This is an optimization exercise on Yosys and OpenROAD, whose aim is small area, a short achievable clock period and few clock cycles, not a production implementation.
Only simulation tests tie the RTL to the original design; equivalence was not proved.
Power figures rest on the tool's default switching activity, not on a simulated workload.

## flow/run.sh

```bash
#!/bin/bash
# The standard layout (the standard.sh) with these changes:
#  - synthesis is synth_recipe.tcl unchanged except that ABC maps the logic
#    with flow/abc.script (more area recovery) instead of ORFS's abc script;
#    registers are untouched (ABC runs without -dff),
#  - port buffers are buf_2 cells instead of the delay buffers buffer_ports
#    picks by default,
#  - timing repair may resize a cell to one with a different footprint,
set -euo pipefail
work=$PWD
{
    head -n 1 synth_recipe.tcl
    echo "proc abc {args} { set i [lsearch -exact \$args -script]; if {\$i >= 0} { lset args [expr {\$i + 1}] $work/flow/abc.script }; yosys abc {*}\$args }"
    tail -n +2 synth_recipe.tcl
} > synth_custom.tcl
bash standard.sh \
    "SYNTH_SCRIPT=$work/synth_custom.tcl" \
    "BUFFER_PORTS_ARGS=-buffer_cell sky130_fd_sc_hd__buf_2" \
    MATCH_CELL_FOOTPRINT=0 \
    SETUP_SLACK_MARGIN=5.3 \
    finish > orfs_make.log 2>&1
```

## flow/abc.script

```
strash
dch -f
map -a
topo
stime -c
buffer -c
upsize -c
dnsize -c
```

## standard.sh

```bash
#!/bin/bash
# synth_recipe.tcl (not shown) runs the flow's synth.tcl, then flattens the netlist and writes it again
# the make line also repeats each setting of config.mk as NAME=value (left out here)
make -C /OpenROAD-flow-scripts/flow DESIGN_CONFIG=/design/flow/config.mk WORK_HOME=/design/flow/orfs CLKGATE_MAP_FILE= SYNTH_SCRIPT=/design/flow/synth_recipe.tcl "${@:-finish}"
```

## config.mk

```make
export PLATFORM = sky130hd
export DESIGN_NAME = ahb_lite_fir_filter
export DESIGN_NICKNAME = ahb_lite_fir_filter
export VERILOG_FILES = /design/flow/design.v
export SDC_FILE = /design/flow/constraint.sdc
export NUM_CORES = 4
export LEC_CHECK = 0
export ABC_AREA = 1
export CAP_MARGIN = 30
export CORE_MARGIN = 2
export CORE_UTILIZATION = 55
export CTS_CLUSTER_DIAMETER = 100
export CTS_CLUSTER_SIZE = 25
export SETUP_SLACK_MARGIN = 5
export SLEW_MARGIN = 30
export TNS_END_PERCENT = 100
```

## constraint.sdc

```tcl
create_clock -name core_clock -period 10.0 [get_ports {clk}]
set_input_delay 2.0000 -clock core_clock [delete_from_list [all_inputs] [get_ports {clk}]]
set_output_delay 2.0000 -clock core_clock [all_outputs]
set_load 0.01 [all_outputs]
```

## design.v

```verilog
module magnitude(
    input  logic [16:0] in,
    input  logic [3:1]  nz,
    output logic [15:0] out
);
    logic [3:0] g;            
    logic       below;
    always_comb begin
        g = {nz, 1'b0};
        for (int i = 0; i < 16; i++) begin
            below = g[i / 4];
            for (int j = 4 * (i / 4); j < i; j++) below = below | in[j];
            out[i] = in[i] ^ (in[16] & below);
        end
    end
endmodule
module mul_tree(
    input  logic [15:0] a,
    input  logic [15:0] b,
    output logic [32:0] ra,
    output logic [32:0] rb
);
    wire one0 = b[0] ^ 1'b0;
    wire two0 = (b[1] & ~b[0] & ~1'b0) | (~b[1] & b[0] & 1'b0);
    wire neg0 = b[1] & ~(b[0] & 1'b0);
    wire pp0_0 = ((one0 & a[0]) | (two0 & 1'b0)) ^ neg0;
    wire pp0_1 = ((one0 & a[1]) | (two0 & a[0])) ^ neg0;
    wire pp0_2 = ((one0 & a[2]) | (two0 & a[1])) ^ neg0;
    wire pp0_3 = ((one0 & a[3]) | (two0 & a[2])) ^ neg0;
    wire pp0_4 = ((one0 & a[4]) | (two0 & a[3])) ^ neg0;
    wire pp0_5 = ((one0 & a[5]) | (two0 & a[4])) ^ neg0;
    wire pp0_6 = ((one0 & a[6]) | (two0 & a[5])) ^ neg0;
    wire pp0_7 = ((one0 & a[7]) | (two0 & a[6])) ^ neg0;
    wire pp0_8 = ((one0 & a[8]) | (two0 & a[7])) ^ neg0;
    wire pp0_9 = ((one0 & a[9]) | (two0 & a[8])) ^ neg0;
    wire pp0_10 = ((one0 & a[10]) | (two0 & a[9])) ^ neg0;
    wire pp0_11 = ((one0 & a[11]) | (two0 & a[10])) ^ neg0;
    wire pp0_12 = ((one0 & a[12]) | (two0 & a[11])) ^ neg0;
    wire pp0_13 = ((one0 & a[13]) | (two0 & a[12])) ^ neg0;
    wire pp0_14 = ((one0 & a[14]) | (two0 & a[13])) ^ neg0;
    wire pp0_15 = ((one0 & a[15]) | (two0 & a[14])) ^ neg0;
    wire pp0_16 = ((one0 & 1'b0) | (two0 & a[15])) ^ neg0;
    wire one1 = b[2] ^ b[1];
    wire two1 = (b[3] & ~b[2] & ~b[1]) | (~b[3] & b[2] & b[1]);
    wire neg1 = b[3] & ~(b[2] & b[1]);
    wire pp1_0 = ((one1 & a[0]) | (two1 & 1'b0)) ^ neg1;
    wire pp1_1 = ((one1 & a[1]) | (two1 & a[0])) ^ neg1;
    wire pp1_2 = ((one1 & a[2]) | (two1 & a[1])) ^ neg1;
    wire pp1_3 = ((one1 & a[3]) | (two1 & a[2])) ^ neg1;
    wire pp1_4 = ((one1 & a[4]) | (two1 & a[3])) ^ neg1;
    wire pp1_5 = ((one1 & a[5]) | (two1 & a[4])) ^ neg1;
    wire pp1_6 = ((one1 & a[6]) | (two1 & a[5])) ^ neg1;
    wire pp1_7 = ((one1 & a[7]) | (two1 & a[6])) ^ neg1;
    wire pp1_8 = ((one1 & a[8]) | (two1 & a[7])) ^ neg1;
    wire pp1_9 = ((one1 & a[9]) | (two1 & a[8])) ^ neg1;
    wire pp1_10 = ((one1 & a[10]) | (two1 & a[9])) ^ neg1;
    wire pp1_11 = ((one1 & a[11]) | (two1 & a[10])) ^ neg1;
    wire pp1_12 = ((one1 & a[12]) | (two1 & a[11])) ^ neg1;
    wire pp1_13 = ((one1 & a[13]) | (two1 & a[12])) ^ neg1;
    wire pp1_14 = ((one1 & a[14]) | (two1 & a[13])) ^ neg1;
    wire pp1_15 = ((one1 & a[15]) | (two1 & a[14])) ^ neg1;
    wire pp1_16 = ((one1 & 1'b0) | (two1 & a[15])) ^ neg1;
    wire one2 = b[4] ^ b[3];
    wire two2 = (b[5] & ~b[4] & ~b[3]) | (~b[5] & b[4] & b[3]);
    wire neg2 = b[5] & ~(b[4] & b[3]);
    wire pp2_0 = ((one2 & a[0]) | (two2 & 1'b0)) ^ neg2;
    wire pp2_1 = ((one2 & a[1]) | (two2 & a[0])) ^ neg2;
    wire pp2_2 = ((one2 & a[2]) | (two2 & a[1])) ^ neg2;
    wire pp2_3 = ((one2 & a[3]) | (two2 & a[2])) ^ neg2;
    wire pp2_4 = ((one2 & a[4]) | (two2 & a[3])) ^ neg2;
    wire pp2_5 = ((one2 & a[5]) | (two2 & a[4])) ^ neg2;
    wire pp2_6 = ((one2 & a[6]) | (two2 & a[5])) ^ neg2;
    wire pp2_7 = ((one2 & a[7]) | (two2 & a[6])) ^ neg2;
    wire pp2_8 = ((one2 & a[8]) | (two2 & a[7])) ^ neg2;
    wire pp2_9 = ((one2 & a[9]) | (two2 & a[8])) ^ neg2;
    wire pp2_10 = ((one2 & a[10]) | (two2 & a[9])) ^ neg2;
    wire pp2_11 = ((one2 & a[11]) | (two2 & a[10])) ^ neg2;
    wire pp2_12 = ((one2 & a[12]) | (two2 & a[11])) ^ neg2;
    wire pp2_13 = ((one2 & a[13]) | (two2 & a[12])) ^ neg2;
    wire pp2_14 = ((one2 & a[14]) | (two2 & a[13])) ^ neg2;
    wire pp2_15 = ((one2 & a[15]) | (two2 & a[14])) ^ neg2;
    wire pp2_16 = ((one2 & 1'b0) | (two2 & a[15])) ^ neg2;
    wire one3 = b[6] ^ b[5];
    wire two3 = (b[7] & ~b[6] & ~b[5]) | (~b[7] & b[6] & b[5]);
    wire neg3 = b[7] & ~(b[6] & b[5]);
    wire pp3_0 = ((one3 & a[0]) | (two3 & 1'b0)) ^ neg3;
    wire pp3_1 = ((one3 & a[1]) | (two3 & a[0])) ^ neg3;
    wire pp3_2 = ((one3 & a[2]) | (two3 & a[1])) ^ neg3;
    wire pp3_3 = ((one3 & a[3]) | (two3 & a[2])) ^ neg3;
    wire pp3_4 = ((one3 & a[4]) | (two3 & a[3])) ^ neg3;
    wire pp3_5 = ((one3 & a[5]) | (two3 & a[4])) ^ neg3;
    wire pp3_6 = ((one3 & a[6]) | (two3 & a[5])) ^ neg3;
    wire pp3_7 = ((one3 & a[7]) | (two3 & a[6])) ^ neg3;
    wire pp3_8 = ((one3 & a[8]) | (two3 & a[7])) ^ neg3;
    wire pp3_9 = ((one3 & a[9]) | (two3 & a[8])) ^ neg3;
    wire pp3_10 = ((one3 & a[10]) | (two3 & a[9])) ^ neg3;
    wire pp3_11 = ((one3 & a[11]) | (two3 & a[10])) ^ neg3;
    wire pp3_12 = ((one3 & a[12]) | (two3 & a[11])) ^ neg3;
    wire pp3_13 = ((one3 & a[13]) | (two3 & a[12])) ^ neg3;
    wire pp3_14 = ((one3 & a[14]) | (two3 & a[13])) ^ neg3;
    wire pp3_15 = ((one3 & a[15]) | (two3 & a[14])) ^ neg3;
    wire pp3_16 = ((one3 & 1'b0) | (two3 & a[15])) ^ neg3;
    wire one4 = b[8] ^ b[7];
    wire two4 = (b[9] & ~b[8] & ~b[7]) | (~b[9] & b[8] & b[7]);
    wire neg4 = b[9] & ~(b[8] & b[7]);
    wire pp4_0 = ((one4 & a[0]) | (two4 & 1'b0)) ^ neg4;
    wire pp4_1 = ((one4 & a[1]) | (two4 & a[0])) ^ neg4;
    wire pp4_2 = ((one4 & a[2]) | (two4 & a[1])) ^ neg4;
    wire pp4_3 = ((one4 & a[3]) | (two4 & a[2])) ^ neg4;
    wire pp4_4 = ((one4 & a[4]) | (two4 & a[3])) ^ neg4;
    wire pp4_5 = ((one4 & a[5]) | (two4 & a[4])) ^ neg4;
    wire pp4_6 = ((one4 & a[6]) | (two4 & a[5])) ^ neg4;
    wire pp4_7 = ((one4 & a[7]) | (two4 & a[6])) ^ neg4;
    wire pp4_8 = ((one4 & a[8]) | (two4 & a[7])) ^ neg4;
    wire pp4_9 = ((one4 & a[9]) | (two4 & a[8])) ^ neg4;
    wire pp4_10 = ((one4 & a[10]) | (two4 & a[9])) ^ neg4;
    wire pp4_11 = ((one4 & a[11]) | (two4 & a[10])) ^ neg4;
    wire pp4_12 = ((one4 & a[12]) | (two4 & a[11])) ^ neg4;
    wire pp4_13 = ((one4 & a[13]) | (two4 & a[12])) ^ neg4;
    wire pp4_14 = ((one4 & a[14]) | (two4 & a[13])) ^ neg4;
    wire pp4_15 = ((one4 & a[15]) | (two4 & a[14])) ^ neg4;
    wire pp4_16 = ((one4 & 1'b0) | (two4 & a[15])) ^ neg4;
    wire one5 = b[10] ^ b[9];
    wire two5 = (b[11] & ~b[10] & ~b[9]) | (~b[11] & b[10] & b[9]);
    wire neg5 = b[11] & ~(b[10] & b[9]);
    wire pp5_0 = ((one5 & a[0]) | (two5 & 1'b0)) ^ neg5;
    wire pp5_1 = ((one5 & a[1]) | (two5 & a[0])) ^ neg5;
    wire pp5_2 = ((one5 & a[2]) | (two5 & a[1])) ^ neg5;
    wire pp5_3 = ((one5 & a[3]) | (two5 & a[2])) ^ neg5;
    wire pp5_4 = ((one5 & a[4]) | (two5 & a[3])) ^ neg5;
    wire pp5_5 = ((one5 & a[5]) | (two5 & a[4])) ^ neg5;
    wire pp5_6 = ((one5 & a[6]) | (two5 & a[5])) ^ neg5;
    wire pp5_7 = ((one5 & a[7]) | (two5 & a[6])) ^ neg5;
    wire pp5_8 = ((one5 & a[8]) | (two5 & a[7])) ^ neg5;
    wire pp5_9 = ((one5 & a[9]) | (two5 & a[8])) ^ neg5;
    wire pp5_10 = ((one5 & a[10]) | (two5 & a[9])) ^ neg5;
    wire pp5_11 = ((one5 & a[11]) | (two5 & a[10])) ^ neg5;
    wire pp5_12 = ((one5 & a[12]) | (two5 & a[11])) ^ neg5;
    wire pp5_13 = ((one5 & a[13]) | (two5 & a[12])) ^ neg5;
    wire pp5_14 = ((one5 & a[14]) | (two5 & a[13])) ^ neg5;
    wire pp5_15 = ((one5 & a[15]) | (two5 & a[14])) ^ neg5;
    wire pp5_16 = ((one5 & 1'b0) | (two5 & a[15])) ^ neg5;
    wire one6 = b[12] ^ b[11];
    wire two6 = (b[13] & ~b[12] & ~b[11]) | (~b[13] & b[12] & b[11]);
    wire neg6 = b[13] & ~(b[12] & b[11]);
    wire pp6_0 = ((one6 & a[0]) | (two6 & 1'b0)) ^ neg6;
    wire pp6_1 = ((one6 & a[1]) | (two6 & a[0])) ^ neg6;
    wire pp6_2 = ((one6 & a[2]) | (two6 & a[1])) ^ neg6;
    wire pp6_3 = ((one6 & a[3]) | (two6 & a[2])) ^ neg6;
    wire pp6_4 = ((one6 & a[4]) | (two6 & a[3])) ^ neg6;
    wire pp6_5 = ((one6 & a[5]) | (two6 & a[4])) ^ neg6;
    wire pp6_6 = ((one6 & a[6]) | (two6 & a[5])) ^ neg6;
    wire pp6_7 = ((one6 & a[7]) | (two6 & a[6])) ^ neg6;
    wire pp6_8 = ((one6 & a[8]) | (two6 & a[7])) ^ neg6;
    wire pp6_9 = ((one6 & a[9]) | (two6 & a[8])) ^ neg6;
    wire pp6_10 = ((one6 & a[10]) | (two6 & a[9])) ^ neg6;
    wire pp6_11 = ((one6 & a[11]) | (two6 & a[10])) ^ neg6;
    wire pp6_12 = ((one6 & a[12]) | (two6 & a[11])) ^ neg6;
    wire pp6_13 = ((one6 & a[13]) | (two6 & a[12])) ^ neg6;
    wire pp6_14 = ((one6 & a[14]) | (two6 & a[13])) ^ neg6;
    wire pp6_15 = ((one6 & a[15]) | (two6 & a[14])) ^ neg6;
    wire pp6_16 = ((one6 & 1'b0) | (two6 & a[15])) ^ neg6;
    wire one7 = b[14] ^ b[13];
    wire two7 = (b[15] & ~b[14] & ~b[13]) | (~b[15] & b[14] & b[13]);
    wire neg7 = b[15] & ~(b[14] & b[13]);
    wire pp7_0 = ((one7 & a[0]) | (two7 & 1'b0)) ^ neg7;
    wire pp7_1 = ((one7 & a[1]) | (two7 & a[0])) ^ neg7;
    wire pp7_2 = ((one7 & a[2]) | (two7 & a[1])) ^ neg7;
    wire pp7_3 = ((one7 & a[3]) | (two7 & a[2])) ^ neg7;
    wire pp7_4 = ((one7 & a[4]) | (two7 & a[3])) ^ neg7;
    wire pp7_5 = ((one7 & a[5]) | (two7 & a[4])) ^ neg7;
    wire pp7_6 = ((one7 & a[6]) | (two7 & a[5])) ^ neg7;
    wire pp7_7 = ((one7 & a[7]) | (two7 & a[6])) ^ neg7;
    wire pp7_8 = ((one7 & a[8]) | (two7 & a[7])) ^ neg7;
    wire pp7_9 = ((one7 & a[9]) | (two7 & a[8])) ^ neg7;
    wire pp7_10 = ((one7 & a[10]) | (two7 & a[9])) ^ neg7;
    wire pp7_11 = ((one7 & a[11]) | (two7 & a[10])) ^ neg7;
    wire pp7_12 = ((one7 & a[12]) | (two7 & a[11])) ^ neg7;
    wire pp7_13 = ((one7 & a[13]) | (two7 & a[12])) ^ neg7;
    wire pp7_14 = ((one7 & a[14]) | (two7 & a[13])) ^ neg7;
    wire pp7_15 = ((one7 & a[15]) | (two7 & a[14])) ^ neg7;
    wire pp7_16 = ((one7 & 1'b0) | (two7 & a[15])) ^ neg7;
    wire one8 = 1'b0 ^ b[15];
    wire two8 = (1'b0 & ~1'b0 & ~b[15]) | (~1'b0 & 1'b0 & b[15]);
    wire neg8 = 1'b0 & ~(1'b0 & b[15]);
    wire pp8_0 = ((one8 & a[0]) | (two8 & 1'b0)) ^ neg8;
    wire pp8_1 = ((one8 & a[1]) | (two8 & a[0])) ^ neg8;
    wire pp8_2 = ((one8 & a[2]) | (two8 & a[1])) ^ neg8;
    wire pp8_3 = ((one8 & a[3]) | (two8 & a[2])) ^ neg8;
    wire pp8_4 = ((one8 & a[4]) | (two8 & a[3])) ^ neg8;
    wire pp8_5 = ((one8 & a[5]) | (two8 & a[4])) ^ neg8;
    wire pp8_6 = ((one8 & a[6]) | (two8 & a[5])) ^ neg8;
    wire pp8_7 = ((one8 & a[7]) | (two8 & a[6])) ^ neg8;
    wire pp8_8 = ((one8 & a[8]) | (two8 & a[7])) ^ neg8;
    wire pp8_9 = ((one8 & a[9]) | (two8 & a[8])) ^ neg8;
    wire pp8_10 = ((one8 & a[10]) | (two8 & a[9])) ^ neg8;
    wire pp8_11 = ((one8 & a[11]) | (two8 & a[10])) ^ neg8;
    wire pp8_12 = ((one8 & a[12]) | (two8 & a[11])) ^ neg8;
    wire pp8_13 = ((one8 & a[13]) | (two8 & a[12])) ^ neg8;
    wire pp8_14 = ((one8 & a[14]) | (two8 & a[13])) ^ neg8;
    wire pp8_15 = ((one8 & a[15]) | (two8 & a[14])) ^ neg8;
    wire pp8_16 = ((one8 & 1'b0) | (two8 & a[15])) ^ neg8;
    wire hs0 = pp0_16 ^ pp1_14;
    wire hc0 = pp0_16 & pp1_14;
    wire fs1 = ~neg0 ^ pp1_15 ^ pp2_13;
    wire fc1 = (~neg0 & pp1_15) | (~neg0 & pp2_13) | (pp1_15 & pp2_13);
    wire hs2 = pp1_16 ^ pp2_14;
    wire hc2 = pp1_16 & pp2_14;
    wire hs3 = pp0_10 ^ pp1_8;
    wire hc3 = pp0_10 & pp1_8;
    wire hs4 = pp0_11 ^ pp1_9;
    wire hc4 = pp0_11 & pp1_9;
    wire fs5 = pp0_12 ^ pp1_10 ^ pp2_8;
    wire fc5 = (pp0_12 & pp1_10) | (pp0_12 & pp2_8) | (pp1_10 & pp2_8);
    wire hs6 = pp3_6 ^ pp4_4;
    wire hc6 = pp3_6 & pp4_4;
    wire fs7 = pp0_13 ^ pp1_11 ^ pp2_9;
    wire fc7 = (pp0_13 & pp1_11) | (pp0_13 & pp2_9) | (pp1_11 & pp2_9);
    wire hs8 = pp3_7 ^ pp4_5;
    wire hc8 = pp3_7 & pp4_5;
    wire fs9 = pp0_14 ^ pp1_12 ^ pp2_10;
    wire fc9 = (pp0_14 & pp1_12) | (pp0_14 & pp2_10) | (pp1_12 & pp2_10);
    wire fs10 = pp3_8 ^ pp4_6 ^ pp5_4;
    wire fc10 = (pp3_8 & pp4_6) | (pp3_8 & pp5_4) | (pp4_6 & pp5_4);
    wire hs11 = pp6_2 ^ pp7_0;
    wire hc11 = pp6_2 & pp7_0;
    wire fs12 = pp0_15 ^ pp1_13 ^ pp2_11;
    wire fc12 = (pp0_15 & pp1_13) | (pp0_15 & pp2_11) | (pp1_13 & pp2_11);
    wire fs13 = pp3_9 ^ pp4_7 ^ pp5_5;
    wire fc13 = (pp3_9 & pp4_7) | (pp3_9 & pp5_5) | (pp4_7 & pp5_5);
    wire hs14 = pp6_3 ^ pp7_1;
    wire hc14 = pp6_3 & pp7_1;
    wire fs15 = pp2_12 ^ pp3_10 ^ pp4_8;
    wire fc15 = (pp2_12 & pp3_10) | (pp2_12 & pp4_8) | (pp3_10 & pp4_8);
    wire fs16 = pp5_6 ^ pp6_4 ^ pp7_2;
    wire fc16 = (pp5_6 & pp6_4) | (pp5_6 & pp7_2) | (pp6_4 & pp7_2);
    wire fs17 = pp8_0 ^ neg8 ^ hs0;
    wire fc17 = (pp8_0 & neg8) | (pp8_0 & hs0) | (neg8 & hs0);
    wire fs18 = pp3_11 ^ pp4_9 ^ pp5_7;
    wire fc18 = (pp3_11 & pp4_9) | (pp3_11 & pp5_7) | (pp4_9 & pp5_7);
    wire fs19 = pp6_5 ^ pp7_3 ^ pp8_1;
    wire fc19 = (pp6_5 & pp7_3) | (pp6_5 & pp8_1) | (pp7_3 & pp8_1);
    wire fs20 = 1'b1 ^ fs1 ^ hc0;
    wire fc20 = (1'b1 & fs1) | (1'b1 & hc0) | (fs1 & hc0);
    wire fs21 = pp3_12 ^ pp4_10 ^ pp5_8;
    wire fc21 = (pp3_12 & pp4_10) | (pp3_12 & pp5_8) | (pp4_10 & pp5_8);
    wire fs22 = pp6_6 ^ pp7_4 ^ pp8_2;
    wire fc22 = (pp6_6 & pp7_4) | (pp6_6 & pp8_2) | (pp7_4 & pp8_2);
    wire fs23 = 1'b1 ^ hs2 ^ fc1;
    wire fc23 = (1'b1 & hs2) | (1'b1 & fc1) | (hs2 & fc1);
    wire fs24 = ~neg1 ^ pp2_15 ^ pp3_13;
    wire fc24 = (~neg1 & pp2_15) | (~neg1 & pp3_13) | (pp2_15 & pp3_13);
    wire fs25 = pp4_11 ^ pp5_9 ^ pp6_7;
    wire fc25 = (pp4_11 & pp5_9) | (pp4_11 & pp6_7) | (pp5_9 & pp6_7);
    wire fs26 = pp7_5 ^ pp8_3 ^ hc2;
    wire fc26 = (pp7_5 & pp8_3) | (pp7_5 & hc2) | (pp8_3 & hc2);
    wire fs27 = pp2_16 ^ pp3_14 ^ pp4_12;
    wire fc27 = (pp2_16 & pp3_14) | (pp2_16 & pp4_12) | (pp3_14 & pp4_12);
    wire fs28 = pp5_10 ^ pp6_8 ^ pp7_6;
    wire fc28 = (pp5_10 & pp6_8) | (pp5_10 & pp7_6) | (pp6_8 & pp7_6);
    wire hs29 = pp8_4 ^ 1'b1;
    wire hc29 = pp8_4 & 1'b1;
    wire fs30 = ~neg2 ^ pp3_15 ^ pp4_13;
    wire fc30 = (~neg2 & pp3_15) | (~neg2 & pp4_13) | (pp3_15 & pp4_13);
    wire fs31 = pp5_11 ^ pp6_9 ^ pp7_7;
    wire fc31 = (pp5_11 & pp6_9) | (pp5_11 & pp7_7) | (pp6_9 & pp7_7);
    wire fs32 = pp3_16 ^ pp4_14 ^ pp5_12;
    wire fc32 = (pp3_16 & pp4_14) | (pp3_16 & pp5_12) | (pp4_14 & pp5_12);
    wire hs33 = pp6_10 ^ pp7_8;
    wire hc33 = pp6_10 & pp7_8;
    wire fs34 = ~neg3 ^ pp4_15 ^ pp5_13;
    wire fc34 = (~neg3 & pp4_15) | (~neg3 & pp5_13) | (pp4_15 & pp5_13);
    wire hs35 = pp4_16 ^ pp5_14;
    wire hc35 = pp4_16 & pp5_14;
    wire hs36 = pp0_6 ^ pp1_4;
    wire hc36 = pp0_6 & pp1_4;
    wire hs37 = pp0_7 ^ pp1_5;
    wire hc37 = pp0_7 & pp1_5;
    wire fs38 = pp0_8 ^ pp1_6 ^ pp2_4;
    wire fc38 = (pp0_8 & pp1_6) | (pp0_8 & pp2_4) | (pp1_6 & pp2_4);
    wire hs39 = pp3_2 ^ pp4_0;
    wire hc39 = pp3_2 & pp4_0;
    wire fs40 = pp0_9 ^ pp1_7 ^ pp2_5;
    wire fc40 = (pp0_9 & pp1_7) | (pp0_9 & pp2_5) | (pp1_7 & pp2_5);
    wire hs41 = pp3_3 ^ pp4_1;
    wire hc41 = pp3_3 & pp4_1;
    wire fs42 = pp2_6 ^ pp3_4 ^ pp4_2;
    wire fc42 = (pp2_6 & pp3_4) | (pp2_6 & pp4_2) | (pp3_4 & pp4_2);
    wire fs43 = pp5_0 ^ neg5 ^ hs3;
    wire fc43 = (pp5_0 & neg5) | (pp5_0 & hs3) | (neg5 & hs3);
    wire fs44 = pp2_7 ^ pp3_5 ^ pp4_3;
    wire fc44 = (pp2_7 & pp3_5) | (pp2_7 & pp4_3) | (pp3_5 & pp4_3);
    wire fs45 = pp5_1 ^ hs4 ^ hc3;
    wire fc45 = (pp5_1 & hs4) | (pp5_1 & hc3) | (hs4 & hc3);
    wire fs46 = pp5_2 ^ pp6_0 ^ neg6;
    wire fc46 = (pp5_2 & pp6_0) | (pp5_2 & neg6) | (pp6_0 & neg6);
    wire fs47 = fs5 ^ hs6 ^ hc4;
    wire fc47 = (fs5 & hs6) | (fs5 & hc4) | (hs6 & hc4);
    wire fs48 = pp5_3 ^ pp6_1 ^ fs7;
    wire fc48 = (pp5_3 & pp6_1) | (pp5_3 & fs7) | (pp6_1 & fs7);
    wire fs49 = hs8 ^ fc5 ^ hc6;
    wire fc49 = (hs8 & fc5) | (hs8 & hc6) | (fc5 & hc6);
    wire fs50 = neg7 ^ fs9 ^ fs10;
    wire fc50 = (neg7 & fs9) | (neg7 & fs10) | (fs9 & fs10);
    wire fs51 = hs11 ^ fc7 ^ hc8;
    wire fc51 = (hs11 & fc7) | (hs11 & hc8) | (fc7 & hc8);
    wire fs52 = fs12 ^ fs13 ^ hs14;
    wire fc52 = (fs12 & fs13) | (fs12 & hs14) | (fs13 & hs14);
    wire fs53 = fc9 ^ fc10 ^ hc11;
    wire fc53 = (fc9 & fc10) | (fc9 & hc11) | (fc10 & hc11);
    wire fs54 = fs15 ^ fs16 ^ fs17;
    wire fc54 = (fs15 & fs16) | (fs15 & fs17) | (fs16 & fs17);
    wire fs55 = fc12 ^ fc13 ^ hc14;
    wire fc55 = (fc12 & fc13) | (fc12 & hc14) | (fc13 & hc14);
    wire fs56 = fs18 ^ fs19 ^ fs20;
    wire fc56 = (fs18 & fs19) | (fs18 & fs20) | (fs19 & fs20);
    wire fs57 = fc15 ^ fc16 ^ fc17;
    wire fc57 = (fc15 & fc16) | (fc15 & fc17) | (fc16 & fc17);
    wire fs58 = fs21 ^ fs22 ^ fs23;
    wire fc58 = (fs21 & fs22) | (fs21 & fs23) | (fs22 & fs23);
    wire fs59 = fc18 ^ fc19 ^ fc20;
    wire fc59 = (fc18 & fc19) | (fc18 & fc20) | (fc19 & fc20);
    wire fs60 = fs24 ^ fs25 ^ fs26;
    wire fc60 = (fs24 & fs25) | (fs24 & fs26) | (fs25 & fs26);
    wire fs61 = fc21 ^ fc22 ^ fc23;
    wire fc61 = (fc21 & fc22) | (fc21 & fc23) | (fc22 & fc23);
    wire fs62 = fs27 ^ fs28 ^ hs29;
    wire fc62 = (fs27 & fs28) | (fs27 & hs29) | (fs28 & hs29);
    wire fs63 = fc24 ^ fc25 ^ fc26;
    wire fc63 = (fc24 & fc25) | (fc24 & fc26) | (fc25 & fc26);
    wire fs64 = pp8_5 ^ fs30 ^ fs31;
    wire fc64 = (pp8_5 & fs30) | (pp8_5 & fs31) | (fs30 & fs31);
    wire fs65 = fc27 ^ fc28 ^ hc29;
    wire fc65 = (fc27 & fc28) | (fc27 & hc29) | (fc28 & hc29);
    wire fs66 = pp8_6 ^ 1'b1 ^ fs32;
    wire fc66 = (pp8_6 & 1'b1) | (pp8_6 & fs32) | (1'b1 & fs32);
    wire fs67 = hs33 ^ fc30 ^ fc31;
    wire fc67 = (hs33 & fc30) | (hs33 & fc31) | (fc30 & fc31);
    wire fs68 = pp6_11 ^ pp7_9 ^ pp8_7;
    wire fc68 = (pp6_11 & pp7_9) | (pp6_11 & pp8_7) | (pp7_9 & pp8_7);
    wire fs69 = fs34 ^ fc32 ^ hc33;
    wire fc69 = (fs34 & fc32) | (fs34 & hc33) | (fc32 & hc33);
    wire fs70 = pp6_12 ^ pp7_10 ^ pp8_8;
    wire fc70 = (pp6_12 & pp7_10) | (pp6_12 & pp8_8) | (pp7_10 & pp8_8);
    wire fs71 = 1'b1 ^ hs35 ^ fc34;
    wire fc71 = (1'b1 & hs35) | (1'b1 & fc34) | (hs35 & fc34);
    wire fs72 = ~neg4 ^ pp5_15 ^ pp6_13;
    wire fc72 = (~neg4 & pp5_15) | (~neg4 & pp6_13) | (pp5_15 & pp6_13);
    wire fs73 = pp7_11 ^ pp8_9 ^ hc35;
    wire fc73 = (pp7_11 & pp8_9) | (pp7_11 & hc35) | (pp8_9 & hc35);
    wire fs74 = pp5_16 ^ pp6_14 ^ pp7_12;
    wire fc74 = (pp5_16 & pp6_14) | (pp5_16 & pp7_12) | (pp6_14 & pp7_12);
    wire hs75 = pp8_10 ^ 1'b1;
    wire hc75 = pp8_10 & 1'b1;
    wire fs76 = ~neg5 ^ pp6_15 ^ pp7_13;
    wire fc76 = (~neg5 & pp6_15) | (~neg5 & pp7_13) | (pp6_15 & pp7_13);
    wire hs77 = pp6_16 ^ pp7_14;
    wire hc77 = pp6_16 & pp7_14;
    wire hs78 = pp0_4 ^ pp1_2;
    wire hc78 = pp0_4 & pp1_2;
    wire hs79 = pp0_5 ^ pp1_3;
    wire hc79 = pp0_5 & pp1_3;
    wire fs80 = pp2_2 ^ pp3_0 ^ neg3;
    wire fc80 = (pp2_2 & pp3_0) | (pp2_2 & neg3) | (pp3_0 & neg3);
    wire fs81 = pp2_3 ^ pp3_1 ^ hs37;
    wire fc81 = (pp2_3 & pp3_1) | (pp2_3 & hs37) | (pp3_1 & hs37);
    wire fs82 = neg4 ^ fs38 ^ hs39;
    wire fc82 = (neg4 & fs38) | (neg4 & hs39) | (fs38 & hs39);
    wire fs83 = fs40 ^ hs41 ^ fc38;
    wire fc83 = (fs40 & hs41) | (fs40 & fc38) | (hs41 & fc38);
    wire fs84 = fs42 ^ fs43 ^ fc40;
    wire fc84 = (fs42 & fs43) | (fs42 & fc40) | (fs43 & fc40);
    wire fs85 = fs44 ^ fs45 ^ fc42;
    wire fc85 = (fs44 & fs45) | (fs44 & fc42) | (fs45 & fc42);
    wire fs86 = fs46 ^ fs47 ^ fc44;
    wire fc86 = (fs46 & fs47) | (fs46 & fc44) | (fs47 & fc44);
    wire fs87 = fs48 ^ fs49 ^ fc46;
    wire fc87 = (fs48 & fs49) | (fs48 & fc46) | (fs49 & fc46);
    wire fs88 = fs50 ^ fs51 ^ fc48;
    wire fc88 = (fs50 & fs51) | (fs50 & fc48) | (fs51 & fc48);
    wire fs89 = fs52 ^ fs53 ^ fc50;
    wire fc89 = (fs52 & fs53) | (fs52 & fc50) | (fs53 & fc50);
    wire fs90 = fs54 ^ fs55 ^ fc52;
    wire fc90 = (fs54 & fs55) | (fs54 & fc52) | (fs55 & fc52);
    wire fs91 = fs56 ^ fs57 ^ fc54;
    wire fc91 = (fs56 & fs57) | (fs56 & fc54) | (fs57 & fc54);
    wire fs92 = fs58 ^ fs59 ^ fc56;
    wire fc92 = (fs58 & fs59) | (fs58 & fc56) | (fs59 & fc56);
    wire fs93 = fs60 ^ fs61 ^ fc58;
    wire fc93 = (fs60 & fs61) | (fs60 & fc58) | (fs61 & fc58);
    wire fs94 = fs62 ^ fs63 ^ fc60;
    wire fc94 = (fs62 & fs63) | (fs62 & fc60) | (fs63 & fc60);
    wire fs95 = fs64 ^ fs65 ^ fc62;
    wire fc95 = (fs64 & fs65) | (fs64 & fc62) | (fs65 & fc62);
    wire fs96 = fs66 ^ fs67 ^ fc64;
    wire fc96 = (fs66 & fs67) | (fs66 & fc64) | (fs67 & fc64);
    wire fs97 = fs68 ^ fs69 ^ fc66;
    wire fc97 = (fs68 & fs69) | (fs68 & fc66) | (fs69 & fc66);
    wire fs98 = fs70 ^ fs71 ^ fc68;
    wire fc98 = (fs70 & fs71) | (fs70 & fc68) | (fs71 & fc68);
    wire fs99 = fs72 ^ fs73 ^ fc70;
    wire fc99 = (fs72 & fs73) | (fs72 & fc70) | (fs73 & fc70);
    wire fs100 = fs74 ^ hs75 ^ fc72;
    wire fc100 = (fs74 & hs75) | (fs74 & fc72) | (hs75 & fc72);
    wire fs101 = pp8_11 ^ fs76 ^ fc74;
    wire fc101 = (pp8_11 & fs76) | (pp8_11 & fc74) | (fs76 & fc74);
    wire fs102 = pp8_12 ^ 1'b1 ^ hs77;
    wire fc102 = (pp8_12 & 1'b1) | (pp8_12 & hs77) | (1'b1 & hs77);
    wire fs103 = ~neg6 ^ pp7_15 ^ pp8_13;
    wire fc103 = (~neg6 & pp7_15) | (~neg6 & pp8_13) | (pp7_15 & pp8_13);
    wire hs104 = pp7_16 ^ pp8_14;
    wire hc104 = pp7_16 & pp8_14;
    wire hs105 = pp0_2 ^ pp1_0;
    wire hc105 = pp0_2 & pp1_0;
    wire hs106 = pp0_3 ^ pp1_1;
    wire hc106 = pp0_3 & pp1_1;
    wire fs107 = pp2_0 ^ neg2 ^ hs78;
    wire fc107 = (pp2_0 & neg2) | (pp2_0 & hs78) | (neg2 & hs78);
    wire fs108 = pp2_1 ^ hs79 ^ hc78;
    wire fc108 = (pp2_1 & hs79) | (pp2_1 & hc78) | (hs79 & hc78);
    wire fs109 = hs36 ^ fs80 ^ hc79;
    wire fc109 = (hs36 & fs80) | (hs36 & hc79) | (fs80 & hc79);
    wire fs110 = hc36 ^ fs81 ^ fc80;
    wire fc110 = (hc36 & fs81) | (hc36 & fc80) | (fs81 & fc80);
    wire fs111 = hc37 ^ fs82 ^ fc81;
    wire fc111 = (hc37 & fs82) | (hc37 & fc81) | (fs82 & fc81);
    wire fs112 = hc39 ^ fs83 ^ fc82;
    wire fc112 = (hc39 & fs83) | (hc39 & fc82) | (fs83 & fc82);
    wire fs113 = hc41 ^ fs84 ^ fc83;
    wire fc113 = (hc41 & fs84) | (hc41 & fc83) | (fs84 & fc83);
    wire fs114 = fc43 ^ fs85 ^ fc84;
    wire fc114 = (fc43 & fs85) | (fc43 & fc84) | (fs85 & fc84);
    wire fs115 = fc45 ^ fs86 ^ fc85;
    wire fc115 = (fc45 & fs86) | (fc45 & fc85) | (fs86 & fc85);
    wire fs116 = fc47 ^ fs87 ^ fc86;
    wire fc116 = (fc47 & fs87) | (fc47 & fc86) | (fs87 & fc86);
    wire fs117 = fc49 ^ fs88 ^ fc87;
    wire fc117 = (fc49 & fs88) | (fc49 & fc87) | (fs88 & fc87);
    wire fs118 = fc51 ^ fs89 ^ fc88;
    wire fc118 = (fc51 & fs89) | (fc51 & fc88) | (fs89 & fc88);
    wire fs119 = fc53 ^ fs90 ^ fc89;
    wire fc119 = (fc53 & fs90) | (fc53 & fc89) | (fs90 & fc89);
    wire fs120 = fc55 ^ fs91 ^ fc90;
    wire fc120 = (fc55 & fs91) | (fc55 & fc90) | (fs91 & fc90);
    wire fs121 = fc57 ^ fs92 ^ fc91;
    wire fc121 = (fc57 & fs92) | (fc57 & fc91) | (fs92 & fc91);
    wire fs122 = fc59 ^ fs93 ^ fc92;
    wire fc122 = (fc59 & fs93) | (fc59 & fc92) | (fs93 & fc92);
    wire fs123 = fc61 ^ fs94 ^ fc93;
    wire fc123 = (fc61 & fs94) | (fc61 & fc93) | (fs94 & fc93);
    wire fs124 = fc63 ^ fs95 ^ fc94;
    wire fc124 = (fc63 & fs95) | (fc63 & fc94) | (fs95 & fc94);
    wire fs125 = fc65 ^ fs96 ^ fc95;
    wire fc125 = (fc65 & fs96) | (fc65 & fc95) | (fs96 & fc95);
    wire fs126 = fc67 ^ fs97 ^ fc96;
    wire fc126 = (fc67 & fs97) | (fc67 & fc96) | (fs97 & fc96);
    wire fs127 = fc69 ^ fs98 ^ fc97;
    wire fc127 = (fc69 & fs98) | (fc69 & fc97) | (fs98 & fc97);
    wire fs128 = fc71 ^ fs99 ^ fc98;
    wire fc128 = (fc71 & fs99) | (fc71 & fc98) | (fs99 & fc98);
    wire fs129 = fc73 ^ fs100 ^ fc99;
    wire fc129 = (fc73 & fs100) | (fc73 & fc99) | (fs100 & fc99);
    wire fs130 = hc75 ^ fs101 ^ fc100;
    wire fc130 = (hc75 & fs101) | (hc75 & fc100) | (fs101 & fc100);
    wire fs131 = fc76 ^ fs102 ^ fc101;
    wire fc131 = (fc76 & fs102) | (fc76 & fc101) | (fs102 & fc101);
    wire fs132 = hc77 ^ fs103 ^ fc102;
    wire fc132 = (hc77 & fs103) | (hc77 & fc102) | (fs103 & fc102);
    wire fs133 = 1'b1 ^ hs104 ^ fc103;
    wire fc133 = (1'b1 & hs104) | (1'b1 & fc103) | (hs104 & fc103);
    wire fs134 = ~neg7 ^ pp8_15 ^ hc104;
    wire fc134 = (~neg7 & pp8_15) | (~neg7 & hc104) | (pp8_15 & hc104);
    wire hs135 = pp8_16 ^ 1'b1;
    wire hc135 = pp8_16 & 1'b1;
    assign ra = {hs135, fs134, fs133, fs132, fs131, fs130, fs129, fs128, fs127, fs126, fs125, fs124, fs123, fs122, fs121, fs120, fs119, fs118, fs117, fs116, fs115, fs114, fs113, fs112, fs111, fs110, fs109, fs108, fs107, hs106, neg1, pp0_1, pp0_0};
    assign rb = {fc134, fc133, fc132, fc131, fc130, fc129, fc128, fc127, fc126, fc125, fc124, fc123, fc122, fc121, fc120, fc119, fc118, fc117, fc116, fc115, fc114, fc113, fc112, fc111, fc110, fc109, fc108, fc107, hc106, hc105, hs105, 1'b0, neg0};
endmodule
module fir_filter(
    input  logic        clk,
    input  logic        n_rst,
    input  logic        start_sample,    
    input  logic        start_load,      
    input  logic [15:0] new_sample,      
    input  logic [63:0] coeff_regs,      
    output logic        busy,
    output logic        err,
    output logic [16:0] r_q,             
    output logic [3:1]  nz_q             
);
    logic [15:0] x0, x1, x2;             
    logic [15:0] f0, f1, f2, f3;         
    logic [16:0] q3;                     
    logic [16:0] qd;                     
    logic        e1, e2;                 
    logic [3:0]  s1;                     
    logic [3:0]  s2;                     
    logic        ld;                     
    logic [15:0] ma, mb;
    logic [32:0] ra, rb;                 
    logic [32:0] pa, pb;                 
    assign x0 = new_sample;
    always_comb begin
        ma = s1[1] ? x1 : (s1[2] ? x2 : x0);
        mb = ({16{s1[0]}} & f0) | ({16{s1[3]}} & f1) | ({16{s1[1]}} & f2) | ({16{s1[2]}} & f3);
    end
    mul_tree tree(.a(ma), .b(mb), .ra(ra), .rb(rb));
    always_ff @(posedge clk) begin
        pa <= ra;
        pb <= rb;
    end
    logic [14:0] lo;
    logic        c15;
    logic [16:0] xs;
    assign {c15, lo} = {1'b0, pa[14:0]} + {1'b0, pb[14:0]};
    assign xs = pa[31:15] + pb[31:15] + {16'd0, c15};
    wire e0 = xs[16];
    logic [17:0] ea, eb, na, nq3;
    logic [17:0] s1a, c1a, s2a, c2a;
    logic [17:0] t3, t4;
    always_comb begin
        ea  = pa[32:15];
        eb  = pb[32:15];
        if (s2[3])           na = ~{2'b00, qd[16] ? 16'd0 : qd[15:0]};
        else if (s2[0] & ~e1) na = ~{qd[16], qd};
        else                 na = '1;
        nq3 = ~{2'b00, q3[15:0]};
        s1a = ea ^ eb ^ na;
        c1a = {((ea[16:0] & eb[16:0]) | (ea[16:0] & na[16:0]) | (eb[16:0] & na[16:0])), c15};
        t3  = s1a + c1a + 18'd1;
        s2a = s1a ^ c1a ^ nq3;
        c2a = {((s1a[16:0] & c1a[16:0]) | (s1a[16:0] & nq3[16:0]) | (c1a[16:0] & nq3[16:0])), 1'b1};
        t4  = s2a + c2a + 18'd1;
    end
    logic        ovf3, ovf4, e_next;
    logic [16:0] r;
    logic [3:1]  nz3, nz4, nz;
    always_comb begin
        ovf3 = ~e2 & ~t3[17] & t3[16];
        ovf4 = t4[17] & ~t4[16];
        nz3 = {|t3[11:0], |t3[7:0], |t3[3:0]};
        nz4 = {|t4[11:0], |t4[7:0], |t4[3:0]};
        e_next = 1'b1;
        if (e0) begin
            r = 17'd0;
            nz = 3'd0;
        end else if (e1 | e2 | ovf3 | q3[16]) begin
            r = t3[16:0];
            nz = nz3;
        end else begin
            r = t4[16:0];
            nz = nz4;
            e_next = ovf4;
        end
    end
    wire acc = s2[0];
    always_ff @(posedge clk, negedge n_rst) begin
        if (!n_rst) begin
            x1 <= '0; x2 <= '0;
            f0 <= '0; f1 <= '0; f2 <= '0; f3 <= '0;
            q3 <= '0; qd <= '0; e1 <= 1'b0; e2 <= 1'b0;
            s1 <= '0; s2 <= '0; ld <= 1'b0;
            busy <= 1'b0; err <= 1'b0; r_q <= '0; nz_q <= '0;
        end else begin
            if (start_sample) begin
                x1 <= x0;
                x2 <= x1;
            end
            if (start_load) begin
                f0 <= coeff_regs[15:0];
                f1 <= coeff_regs[31:16];
                f2 <= coeff_regs[47:32];
                f3 <= coeff_regs[63:48];
            end
            if (s2[1]) qd <= t3[16:0];
            if (s2[2]) q3 <= t3[16:0];
            if (s2[3]) begin
                qd <= t3[16:0];
                e1 <= e0;
                e2 <= qd[16];
            end
            if (acc) begin
                r_q <= r;
                nz_q <= nz;
                err <= e_next;
            end else if (start_load) begin
                err <= 1'b0;
            end
            if (start_sample)    s1 <= 4'b0001;
            else if (start_load) s1 <= 4'b0010;
            else                 s1 <= {s1[2:0], 1'b0};
            s2 <= s1;
            if (start_sample)    ld <= 1'b0;
            else if (start_load) ld <= 1'b1;
            busy <= start_sample | start_load | (~ld & s1[0]) | (ld & (s1[1] | s1[2] | s1[3]));
        end
    end
endmodule
module ahb_lite_fir_filter(
    input logic clk,
    input logic n_rst,
    input logic hsel,
    input logic [3:0] haddr,
    input logic hsize,
    input logic [1:0] htrans,
    input logic hwrite,
    input logic [15:0] hwdata,
    output logic [15:0] hrdata,
    output logic hresp
);
    logic        wr_q;           
    logic [7:0]  sel_q;
    logic        a0_q, sz_q;
    logic        lo_q, hi_q;
    logic [13:4][7:0] regs;      
    logic [7:1]  reg14;          
    logic        busy, err;
    logic [15:0] fir_out;
    logic [16:0] r_q;
    logic [3:1]  nz_q;
    logic [13:4] be;
    wire   bad_addr = (hwrite & (haddr <= 4'd3)) | (haddr == 4'd15);
    assign hresp = bad_addr;
    always_comb begin
        for (int i = 4; i <= 13; i++)
            be[i] = wr_q & sel_q[i / 2] & (sz_q | (a0_q == i[0]));
    end
    wire be14 = wr_q & sel_q[7] & ~a0_q;
    wire start_sample = be[4] | be[5];
    wire start_load = be14 & hwdata[0];
    always_ff @(posedge clk, negedge n_rst) begin
        if (!n_rst) begin
            wr_q <= 1'b0;
            sel_q <= '0;
            a0_q <= 1'b0;
            sz_q <= 1'b0;
            lo_q <= 1'b0;
            hi_q <= 1'b0;
            for (int i = 4; i <= 13; i++) regs[i] <= '0;
            reg14 <= '0;
        end else begin
            wr_q <= hsel & (htrans != 2'b00) & hwrite & ~bad_addr;
            for (int k = 0; k < 8; k++) sel_q[k] <= (haddr[3:1] == k[2:0]);
            a0_q <= haddr[0];
            sz_q <= hsize;
            lo_q <= hsize | ~haddr[0];
            hi_q <= (hsize | haddr[0]) & (haddr != 4'd14);
            for (int i = 4; i <= 13; i++)
                if (be[i]) regs[i] <= i[0] ? hwdata[15:8] : hwdata[7:0];
            if (be14) reg14 <= hwdata[0] ? 7'd0 : hwdata[7:1];
        end
    end
    magnitude mag_u(.in(r_q), .nz(nz_q), .out(fir_out));
    logic [7:0] rb [0:15];
    always_comb begin
        rb[0] = {7'd0, busy};
        rb[1] = {7'd0, err};
        rb[2] = fir_out[7:0];
        rb[3] = fir_out[15:8];
        for (int i = 4; i <= 13; i++) rb[i] = regs[i];
        rb[14] = {reg14, 1'b0};
        rb[15] = 8'd0;
        hrdata = '0;
        for (int k = 0; k < 8; k++) begin
            hrdata[7:0]  = hrdata[7:0]  | ({8{sel_q[k]}} & rb[2 * k]);
            hrdata[15:8] = hrdata[15:8] | ({8{sel_q[k]}} & rb[2 * k + 1]);
        end
        hrdata[7:0]  = hrdata[7:0]  & {8{lo_q}};
        hrdata[15:8] = hrdata[15:8] & {8{hi_q}};
    end
    fir_filter filt(
        .clk(clk), .n_rst(n_rst),
        .start_sample(start_sample), .start_load(start_load),
        .new_sample({regs[5], regs[4]}),
        .coeff_regs({regs[13], regs[12], regs[11], regs[10], regs[9], regs[8], regs[7], regs[6]}),
        .busy(busy), .err(err), .r_q(r_q), .nz_q(nz_q)
    );
endmodule
```

==> results of run 1 <==
-- power by group through the flow --
stage	Sequential (mW)	Combinational [mW]	Clock, mW
3_5_place_dp	1.94	4.14	0
4_1_cts	1.92	4.30	0.855
6_report	1.93	5.06	0.833
2_1_floorplan	1.87	3.14	0
5_1_grt	1.97	5.65	0.898
3_3_place_gp	1.94	4.05	0
-- cell families after synthesis --
kind of cell	share of synthesized area, %
XOR/XNOR	6.95
flip-flops	37.4
adder cells (fa/ha/maj)	18.9
multiplexers	0.0535
buffers and inverters	9.12
AO/OA/AOI/OAI	16.4
AND/OR/NAND/NOR	11.2
-- sequential cells by signal, indices dropped and copies added (netlist names), 8 cells and up --
name      cells
filt.f1      16
filt.pa      32
sel_q         8
filt.f2      16
filt.x2      16
filt.r_q     17
filt.q3      17
regs         80
filt.f3      16
filt.x1      16
filt.f0      16
filt.pb      32
filt.qd      17
-- worst max-delay path, delay by kind of cell --
family / cells / cell delay, ns
buffers and inverters: 3 / 0.32
AND/OR/NAND/NOR: 1 / 0.18
AO/OA/AOI/OAI: 1 / 0.15
-- timing repair --
item / 4_1_cts / 5_1_grt
pin swaps: 4 / 36
gates resized for setup: 43 / 76
gates cloned: 1 / 1
endpoints found under the setup margin: 59 / 45
setup buffers: 16 / 56
-- synth_stat cells (3+ instances only) --
library cell,number
inv_2,7
o21ai_0,178
nor3_1,18
dfrtp_1,263
o21ai_1,22
buf_4,3
a31oi_1,18
nand4_1,10
nor2_1,169
fa_1,137
a22o_1,8
dfxtp_1,64
xnor2_1,5
o211ai_1,18
xor2_1,162
clkbuf_1,96
o22ai_1,160
inv_1,383
a22oi_1,21
buf_1,5
ha_1,99
a21oi_1,138
o31ai_1,6
nand3_1,43
a221oi_1,6
buf_2,4
clkinv_1,7
a211oi_1,4
or2_2,5
nand2_1,326
-- per-layer routing --
| layer | wire [um] | share of wire [%] |
|---|---|---|
| met1 | 25700 | 44 |
| met2 | 27500 | 47 |
| met4 | 1380 | 2.4 |
| met3 | 3540 | 6.1 |
| met5 | 0 | 0 |
-- layout by cell type (no fill, tap or decap), drive strengths merged, types with 7 or more instances in the layout --
| cell | n |
|---|---|
| a31oi | 18 |
| clkbuf | 27 |
| xor2 | 162 |
| or2 | 8 |
| o21ai | 201 |
| dfrtp | 263 |
| nor3 | 19 |
| o22ai | 160 |
| a221oi | 7 |
| a22o | 8 |
| a21oi | 141 |
| buf | 153 |
| dfxtp | 64 |
| o211ai | 18 |
| ha | 99 |
| nor2 | 170 |
| nand3 | 43 |
| inv | 388 |
| a22oi | 21 |
| clkinvlp | 12 |
| fa | 137 |
| nand2 | 327 |
| nand4 | 11 |
-- cell type report --
type	count	area, um^2
clock inverters	6	88.8
repair inverters	2	12.5
repair buffers	154	1120
fillers	3349	14200
clock buffers	26	480
multi-input cells	1581	11700
inverters	398	1540
flip-flops and latches	327	7880
well taps	511	639
-- worst max path at each step --
stage / start / endpoint / slack, ns / cells past startpoint
6_report: haddr[3] / hresp / 5.34 / 5
5_1_grt: filt.s1[2] / filt.pa[18] / 5.19 / 14
4_1_cts: filt.s2[0] / filt.r_q[0] / 5.27 / 27
3_5_place_dp: filt.s1[2] / filt.pa[21] / 4.42 / 15
3_3_place_gp: filt.s1[2] / filt.pa[21] / 4.51 / 15
2_1_floorplan: filt.s1[3] / filt.pa[21] / 5.35 / 16
-- metrics by stage --
step / cells / worst slack, ns / util [%] / hold slack [ns] / power (mW)
6_report: 3005 / 5.34 / 62.4 / 0.492 / 7.82
4_1_cts: 2948 / 5.27 / 60.3 / 0.493 / 7.08
2_1_floorplan: 2414 / 5.35 / - / 0.352 / 5.01
5_1_grt: 3005 / 5.19 / 62.4 / 0.510 / 8.51
3_3_place_gp: 2898 / 4.51 / 57.8 / 0.463 / 5.99
3_5_place_dp: 2899 / 4.42 / 58.0 / 0.467 / 6.09
==> flow_metrics.py, run 1 <==
metrics = {
    "run_status": {
        "status": "finished clean",
    },
    "sta": {
        "hold_viol": 0,
        "fin_crit_sh_pct": 46.6,
        "fmax_mhz": 215,
        "setup_tns_ns": 0,
        "slew_headroom_pct": 39.5,
        "worst_pin_slew_ns": 0.907,
        "report.final.slew_viol_count": 0,
        "rsz0062_at_grt": "yes",
        "fin_worst_skew_ns": 0.0474,
        "finalSetupViolations": 0,
        "period_minus_slack_ns": 4.66,
    },
    "route": {
        "routedWlPerCell_um": 19.3,
        "drc": 0,
        "ant_nets": 0,
        "routed-via-count": 16832,
        "viasPerCell": 5.60,
        "drtIter0Drc": 1314,
        "dr.pass1.iters": 5,
        "routed_wl_um": 58100,
    },
    "floorplanning": {
        "initial_core_util_pct": 55.8,
        "coreArea_mm2": 0.0377,
        "io_pins": 44,
        "die_x_um": 200,
        "die_height_um": 200,
        "rows": 71,
        "dieArea_mm2": 0.0398,
    },
    "clock_tree": {
        "ctsHtreeMaxLevel": 1,
        "cts_hold_buffers": 0,
        "path_clk_slew_ns": 0.10,
        "root_buffer": "clkbuf_16",
        "clk_latency_ns": 0.57,
        "cts_max_path_buffers": 3,
        "clock-sinks": 327,
        "cts_tree": "yes",
        "cts_buffers": 18,
    },
    "place": {
        "gp_congestion": 0.894,
        "dp_hpwl_um": 41300,
        "port_buffers": 43,
        "post_dp_cell_area_mm2": 0.0218,
    },
    "grt": {
        "grt_overflow": 0,
        "grt_util_met3_pct": 3.78,
        "top_usage_layer": "met2",
        "use_met2_pct": 48.4,
        "grt_pass1_vias": 16228,
        "antenna_found_initial": 0,
        "grt_use_total_pct": 29.7,
        "grtUsageMet1_pct": 42.4,
        "grt_max_degree": 76,
        "grt_first_pass_wirelength_um": 91500,
    },
    "synthesis": {
        "yosysTopAreaCellShare_pct": 31.3,
        "synth-async-reset-ratio_pct": 80.4,
        "synth-edff-count": 0,
        "avgSynthCellArea_um2": 8.71,
        "yosysSeqAreaShare_pct": 37.4,
        "synth_top_flop_cell": "dfrtp_1",
        "synthDistinctLibCells": 54,
        "netlist_area_mm2": 0.0210,
        "synth_fp_nets": 2677,
        "syn-instance-count": 2414,
        "yosys_register_bits": 327,
        "yosys.area.top_type": "dfrtp_1",
        "yosys-top-cells-area": "dfrtp_1 31%, fa_1 13%, inv_1 6.8%",
        "synth_warnings": 4,
    },
    "critical_path": {
        "startpoint_type": "input pin",
        "r2r-end": "filt.pa[17]",
        "crit_slowest_cell": "nor3_4",
        "worst-path-max-fanout": 5,
        "ff2ff_setup_slack_ns": 5.36,
        "cp-end-kind": "primary output",
        "worst_ep_arrival_time_ns": 2.66,
        "slowest_delay_ns": 0.18,
        "r2r-start": "filt.s1[1]",
        "crit_chain": "clkbuf_4, inv_4, nor3_4, a32o_2, buf_2",
        "crit_required_ns": 8.00,
        "path_class": "in2out",
        "reg2regPathDepth": 14,
    },
    "pwr": {
        "ir_drop_v": 0.000341,
        "swShare_pct": 48.6,
        "power_frac_comb_pct": 64.7,
        "power.density_mw_per_mm2": 333,
        "power_switching_mw": 3.80,
        "p_int_mw": 4.02,
        "p_seq_share_pct": 24.7,
        "clock_power_share_pct": 10.7,
        "power.leakage_nw": 11.4,
    },
    "worst_hold_path": {
        "min_path_type": "reg2reg",
        "hold_depth": 2,
        "min_to": "filt.x2[1]",
        "min_from": "filt.x2[1]",
    },
    "final_layout": {
        "area_growth_pct": 11.7,
        "final_area_mm2": 0.0235,
        "insertedDiodeCount": 0,
        "drive_above_1_share_pct": 12.1,
        "final_nets": 2745,
    },
    "run": {
        "drv_cap": 0,
    },
}
Testbench counts, summed over its fixed seeds: cycles 2,696.
==> run 2: changes to the inputs <==
--- a/flow/run.sh
+++ b/flow/run.sh
@@ -17,5 +17,5 @@
     "SYNTH_SCRIPT=$work/synth_custom.tcl" \
     "BUFFER_PORTS_ARGS=-buffer_cell sky130_fd_sc_hd__buf_2" \
     MATCH_CELL_FOOTPRINT=0 \
-    SETUP_SLACK_MARGIN=5.3 \
+    SETUP_SLACK_MARGIN=5.4 \
     finish > orfs_make.log 2>&1
==> flow/abc.script (replaced) <==
strash
dch -f
map -a
strash
dch -f
map -a
topo
stime -c
buffer -c
upsize -c
dnsize -c
==> run 2 against run 1 <==
  * Critical endpoint unchanged
  * Count of clock-buffer cells in the layout is 1 lower
  * First-iteration DRC count is 13% higher
  * Combinational power is 3% higher
  * Synthesized cell count is 0.46% lower
  * Total power is 2.1% higher
  * Clock power is 0.7% higher
==> flow_metrics.py, run 2 <==
metrics = {
    "run_status": {
        "status": "finished clean",
    },
    "critical_path": {
        "worst_ep_arrival_time_ns": 2.60,
        "startpoint_type": "input pin",
        "path_class": "in2out",
        "r2r-start": "filt.s2[0]",
        "reg2regPathDepth": 30,
        "cp-end-kind": "primary output",
        "cp_top_family": "buffers and inverters",
        "r2r-end": "filt.nz_q[3]",
        "startpoint": "haddr[2]",
        "ff2ff_setup_slack_ns": 5.45,
        "crit_slowest_cell": "a32o_2",
        "crit_required_ns": 8.00,
        "worst-path-max-fanout": 5,
        "critPathBufInv": 3,
        "crit_top_cell": "buf_6",
        "slowest_delay_ns": 0.18,
        "crit_chain": "buf_6, inv_6, nor3_4, a32o_2, buf_6",
    },
    "route": {
        "dr.pass1.iters": 5,
        "routed-via-count": 17293,
        "viasPerCell": 5.72,
        "ant_nets": 0,
        "routed_wl_um": 61900,
        "drtIter0Drc": 1485,
        "drc": 0,
        "routedWlPerCell_um": 20.5,
    },
    "pwr": {
        "power.density_mw_per_mm2": 336,
        "power_mw": 7.98,
        "power.leakage_nw": 11.3,
        "ir_drop_v": 0.000411,
    },
    "final_layout": {
        "final_cells": 3022,
        "top_regs": "regs: 80 flops, filt.pa: 32 flops, filt.pb: 32 flops",
        "final_util_pct": 63.2,
        "insertedDiodeCount": 0,
        "layout_common_cells": "354 x inv_1, 300 x nand2_1, 258 x dfrtp_1",
        "drive_above_1_share_pct": 13.3,
        "final_nets": 2763,
        "largest_register": "regs",
        "final_common_cell": "inv_1",
        "largest_register_ffs": 80,
        "area_growth_pct": 13.1,
        "final_area_mm2": 0.0237,
        "n_fill_cell": 3288,
    },
    "worst_hold_path": {
        "min_path_type": "reg2reg",
        "min_to": "filt.x2[12]",
        "min_from": "filt.x2[12]",
        "hold_depth": 2,
    },
    "synthesis": {
        "yosys-top-cells-area": "dfrtp_1 31%, fa_1 13%, inv_1 6.7%",
        "synth-edff-count": 0,
        "post-synth-top-count-cell": "inv_1",
        "avgSynthCellArea_um2": 8.73,
        "synth_fp_nets": 2666,
        "yosys_register_bits": 327,
        "yosysTopAreaCellShare_pct": 31.4,
        "yosys.area.top_type": "dfrtp_1",
        "syn-instance-count": 2403,
        "netlist_area_mm2": 0.0210,
        "synthDistinctLibCells": 53,
        "yosysSeqAreaShare_pct": 37.5,
        "synth_warnings": 4,
        "synth_top_flop_cell": "dfrtp_1",
        "synth-async-reset-ratio_pct": 80.4,
        "synthTopCellsByCount": "377 x inv_1, 310 x nand2_1, 263 x dfrtp_1",
    },
    "clock_tree": {
        "ctsHtreeMaxLevel": 1,
        "root_buffer": "clkbuf_16",
        "cts_max_path_buffers": 3,
        "clock-sinks": 327,
        "cts_buffers": 18,
        "path_clk_slew_ns": 0.10,
        "clk_latency_ns": 0.57,
        "cts_tree": "yes",
    },
    "sta": {
        "slew_headroom_pct": 37.9,
        "hold_viol": 0,
        "worst_hold_slack_ns": 0.481,
        "setup_tns_ns": 0,
        "layout_setup_ws_ns": 5.40,
        "worst_pin_slew_ns": 0.929,
        "fmax_mhz": 217,
        "rsz0062_at_grt": "yes",
        "fin_worst_skew_ns": 0.0448,
        "report.final.slew_viol_count": 0,
        "finalSetupViolations": 0,
        "period_minus_slack_ns": 4.60,
        "fin_crit_sh_pct": 46.0,
    },
    "place": {
        "dp_hpwl_um": 43400,
        "gp_congestion": 0.911,
        "port_buffers": 43,
        "post_dp_cell_area_mm2": 0.0218,
        "dp_slack_ns": 4.62,
        "placed_cells": 2895,
    },
    "floorplanning": {
        "die_height_um": 199,
        "coreArea_mm2": 0.0376,
        "die_x_um": 199,
        "initial_core_util_pct": 55.8,
        "io_pins": 44,
        "dieArea_mm2": 0.0397,
        "rows": 71,
    },
    "grt": {
        "grt_max_degree": 90,
        "grt_overflow": 0,
        "grt_first_pass_wirelength_um": 96100,
        "grt_use_total_pct": 31.8,
        "antenna_found_initial": 0,
        "grt_pass1_vias": 16751,
    },
    "run": {
        "drv_cap": 0,
    },
}
==> run 2: what timing repair did <==
| action | 4_1_cts | 5_1_grt |
|---|---|---|
| setup buffers | 28 | 65 |
| endpoints found under the setup margin | 69 | 47 |
| cloned | 1 | 2 |
| pin swaps | 2 | 49 |
| gates resized for setup | 55 | 87 |
| hold buffers | 0 | 0 |
==> run 2: how the worst max path moves through the flow <==
stage / slack (ns) / end / depth (start not counted)
global route: 5.21 / filt.nz_q[3] / 30
finish: 5.40 / hresp / 5
floorplan: 5.38 / filt.pa[17] / 16
global placement: 4.73 / filt.nz_q[3] / 27
CTS: 5.41 / hresp / 5
detailed placement: 4.62 / filt.err / 28
==> run 2: final cells by class <==
| class | instances | area [um^2] | share of cell area [%] |
|---|---|---|---|
| multi-input combinational | 1578 | 11600 | 49.0 |
| sequential | 327 | 7870 | 33.2 |
| inverter | 391 | 1550 | 6.51 |
| timing repair buffer | 183 | 1470 | 6.20 |
| tap | 511 | 639 | 2.69 |
| clock buffer | 25 | 477 | 2.01 |
| clock inverter | 6 | 93.8 | 0.395 |
| timing repair inverter | 1 | 5.00 | 0.0211 |
==> run 2: logic make-up (layout without fill, tap and decap cells) <==
| family | count (synthesis) | after routing | synth area share, % |
|---|---|---|---|
| xor gates and xnor gates | 161 | 161 | 6.76 |
| DFF | 327 | 327 | 37.5 |
| and+or+nand+nor | 580 | 580 | 11.2 |
| AOI/OAI and AO/OA | 601 | 601 | 16.6 |
| buffers and inverters | 498 | 606 | 8.93 |
| adders and majority gates | 236 | 236 | 19.0 |
==> run 2: worst register-to-register path, delay by kind of cell (launching register included) <==
kind / cells / cell delay [ns]
adder cells (fa/ha/maj): 3 / 1.03
AND/OR/NAND/NOR: 14 / 1.27
AO/OA/AOI/OAI: 7 / 1.03
XOR/XNOR: 1 / 0.21
flip-flops: 1 / 0.51
buffers and inverters: 5 / 0.42
==> run 2: routing by layer <==
metal	wire length, um	vias up	part of all wire (%)	GRT usage [%]
li1	-	8022	-	-
met1	26400	8499	43	43.7
met2	28900	628	47	51.1
met3	3800	144	6.1	4.62
met4	2850	0	4.6	12.2
met5	0	-	0	0
==> run 2: report_power, final <==
| group | switching (mW) | internal [mW] | total [mW] |
|---|---|---|---|
| clock | 0.484 | 0.355 | 0.839 |
| sequential | 0.218 | 1.71 | 1.92 |
| combinational | 3.30 | 1.92 | 5.22 |
| total | 4.00 | 3.98 | 7.98 |

## afterwards: timing with drivers on the ports
Ports are ideal in the flow. The routed layouts listed here were re-timed in OpenROAD. Step 1 (the two cells are an assumption about what drives the block):
set clk [get_ports {clk}]
set_driving_cell -lib_cell sky130_fd_sc_hd__clkbuf_16 $clk
set_driving_cell -lib_cell sky130_fd_sc_hd__buf_2 [delete_from_list [all_inputs] $clk]
Step 2 adds t to the input delays and takes it off the output delays; t is the mean of the earliest and latest rising clock arrival at the registers after step 1. Input paths then give back, and output paths get back, about the clock's delay inside the block. a / b / c = no drivers / after step 1 / after step 2; a / b = the first two.
run	t, ns	setup slack, ns	latest minus earliest clock arrival (ns)	slew at the worst register clock pin (ns)
run 1	0.603	5.340 / 5.318 / 5.318	0.048 / 0.047	0.10 / 0.10
run 2	0.611	5.400 / 5.354 / 5.354	0.045 / 0.045	0.11 / 0.11
After both steps every run listed still meets setup and hold. For run 2, which loses most, drivers alone change the setup slack by -0.046 ns; drivers and shift together by -0.046 ns.
